Context: an optimization exercise on an open-source flow, tuned for small area and a short achievable clock period. The choices shown serve that exercise and are no tape-out recipe. Power figures rest on the tool's default switching activity, not on a simulated workload.

==> flow/design.v (excerpt) <==
module CPU(reset, clk, imem_addr, imem_data, mem_addr, mem_wdata, mem_rdata, mem_read, mem_write);
Size: about 4900 cells after synthesis, ~1400 flip-flops, roughly 160 I/O pins.
==> flow/config.mk <==
export PLATFORM = sky130hd
export DESIGN_NAME = CPU
export DESIGN_NICKNAME = CPU
export VERILOG_FILES = /design/flow/design.v
export SDC_FILE = /design/flow/constraint.sdc
export NUM_CORES = 8
export LEC_CHECK = 0
export CAP_MARGIN = 20
export CORE_MARGIN = 2
export CORE_UTILIZATION = 40
export SETUP_SLACK_MARGIN = 5
export SLEW_MARGIN = 20
export SYNTH_HIERARCHICAL = 1
==> flow/constraint.sdc <==
create_clock -name core_clock -period 10.0 [get_ports {clk}]
set_input_delay 2.0000 -clock core_clock [delete_from_list [all_inputs] [get_ports {clk}]]
set_output_delay 2.0000 -clock core_clock [all_outputs]
set_load 0.01 [all_outputs]
run.sh (not shown) runs the stock make flow with config.mk's settings and CLKGATE_MAP_FILE= SYNTH_SCRIPT=/design/flow/synth_recipe.tcl, a recipe that flattens the netlist after the stock synthesis.
Then changed:
--- a/flow/design.v
+++ b/flow/design.v
@@ -1131,31 +1131,39 @@
 wire exflush = loaduse || special;
 wire ifflush = is_branch || is_jump || is_jr || exflush;
 wire fwdA_d = !alusrc1 && mv_ex && ex_hit_rs;
 wire fwdB_d = !alusrc2 && mv_ex && ex_hit_rt;
 wire fwdS_d = is_sw && mv_ex && ex_hit_rt;
 wire mem_hit_rs = (wreg_mem == rs);
 wire mem_hit_rt = (wreg_mem == rt);
 wire wbA = !alusrc1 && wv_mem && mem_hit_rs;
 wire wbB = (!alusrc2 || is_sw) && wv_mem && mem_hit_rt && !(rw_ex && ex_hit_rs);
 wire [31:0] rt_val = wbB ? outZ_mem : rf2;
-wire taken;
-br_compare cmp (.a(rf1), .b(rf2), .z(outZ_mem), .fa(mv_mem && mem_hit_rs), .fb(mv_mem && mem_hit_rt), .eq(taken));
+wire eab, ezb, eaz;
+cpu_eq32 c0 (.x(rf1), .y(rf2), .e(eab));
+cpu_eq32 c1 (.x(outZ_mem), .y(rf2), .e(ezb));
+cpu_eq32 c2 (.x(rf1), .y(outZ_mem), .e(eaz));
+wire fa = mv_mem && mem_hit_rs;
+wire fb = mv_mem && mem_hit_rt;
+wire br_ok = is_branch && !undef && !exflush;
+wire [3:0] brsel = {br_ok && fa && fb, br_ok && !fa && fb, br_ok && fa && !fb, br_ok && !fa && !fb};
 wire [31:0] pc_other, pc_sum, pc4_next;
 next_pc npc (.pc(PC), .ir(ir), .rf1(rf1), .undef(undef), .exflush(exflush), .is_branch(is_branch),
     .is_jump(is_jump), .is_jr(is_jr), .pc_other(pc_other), .sum(pc_sum));
 assign pc4_next = pc_sum;
-wire brt = taken && is_branch && !undef && !exflush;
+wire [1:0] brt;
+br_taken bt0 (.sel(brsel), .eab(eab), .ezb(ezb), .eaz(eaz), .t(brt[0]));
+br_taken bt1 (.sel(brsel), .eab(eab), .ezb(ezb), .eaz(eaz), .t(brt[1]));
 wire [31:0] PC_next;
 generate
     for (gb = 0; gb < 32; gb = gb + 1) begin : pcm
-        cpu_mux2 m (.a0(pc_other[gb]), .a1(pc_sum[gb]), .s(brt), .y(PC_next[gb]));
+        cpu_mux2 m (.a0(pc_other[gb]), .a1(pc_sum[gb]), .s(brt[gb/16]), .y(PC_next[gb]));
     end
 endgenerate
 assign imem_addr = PC;
 always @(negedge reset or posedge clk)
     if (!reset) PC <= 32'h0;
     else PC <= PC_next;
 always @(negedge reset or posedge clk)
     if (!reset) ir <= 32'h0;
     else ir <= ifflush ? 32'h0 : imem_data;
 always @(posedge clk) begin
@@ -1282,29 +1290,25 @@
         6'h0c: begin add = 1'b0; log = 1'b1; lop = 2'd0; end
         6'h0d: begin add = 1'b0; log = 1'b1; lop = 2'd1; end
         6'h0e: begin add = 1'b0; log = 1'b1; lop = 2'd2; end
         6'h0a: begin add = 1'b0; slt = 1'b1; sub = 1'b1; end
         6'h0b: add = 1'b0;
         default: ;
         endcase
     end
 end
 endmodule
-module br_compare(a, b, z, fa, fb, eq);
-input [31:0] a, b, z;
-input fa, fb;
-output eq;
-wire eab, ezb, eaz;
-cpu_eq32 c0 (.x(a), .y(b), .e(eab));
-cpu_eq32 c1 (.x(z), .y(b), .e(ezb));
-cpu_eq32 c2 (.x(a), .y(z), .e(eaz));
-assign eq = fa ? (fb | ezb) : (fb ? eaz : eab);
+module br_taken(sel, eab, ezb, eaz, t);
+input [3:0] sel;
+input eab, ezb, eaz;
+output t;
+assign t = (sel[0] & eab) | (sel[1] & ezb) | (sel[2] & eaz) | sel[3];
 endmodule
 module cpu_eq32(x, y, e);
 input [31:0] x, y;
 output e;
 assign e = (x == y);
 endmodule
 module next_pc(pc, ir, rf1, undef, exflush, is_branch, is_jump, is_jr, pc_other, sum);
 input [31:0] pc, ir, rf1;
 input undef, exflush, is_branch, is_jump, is_jr;
 output [31:0] pc_other, sum;
Outcome:
- The changed run ran to the end with no violations
- count of clock-buffer cells in the layout came out higher by 6
- register-to-register slack is worse by 0.098 ns
- setup slack is worse by 0.046 ns
- routed wire length hardly moves
- core utilization came out higher by 0.21 points
- die area came out lower slightly
- design area came out lower slightly
- total power came out lower slightly
- non-clock buffer count came out lower by 6
- via count stays flat
- fmax came out lower slightly
- sequential cell count is unchanged
- global-route usage came out higher by 0.32 points
- clock skew came out lower by 0.030 ns
No functional check of the RTL was part of any run of this note.

## separate check: timing with driven ports
How much do the figures lean on ideal ports? The routed layouts below were timed once more, with nothing changed but the port constraints. Step 1 (the two cells are an assumption about what drives the block):
set clk [get_ports {clk}]
set_driving_cell -lib_cell sky130_fd_sc_hd__clkbuf_16 $clk
set_driving_cell -lib_cell sky130_fd_sc_hd__buf_2 [delete_from_list [all_inputs] $clk]
Step 2 also shifts input and output timing later by t, the mid clock arrival at the registers, as if the neighbouring blocks saw the same clock. a / b / c = ideal / step 1 / step 2; a / b = the first two.
run	shift t [ns]	setup WS [ns]	pins driven straight from the clock port
the first run	0.891	5.159 / 5.203 / 4.313	1
the second run	0.886	5.112 / 5.112 / 4.593	1
After both steps setup and hold are still met in every run listed. The setup slack of the first run, which loses most, moves by +0.044 ns with the drivers and by -0.846 ns with both steps.
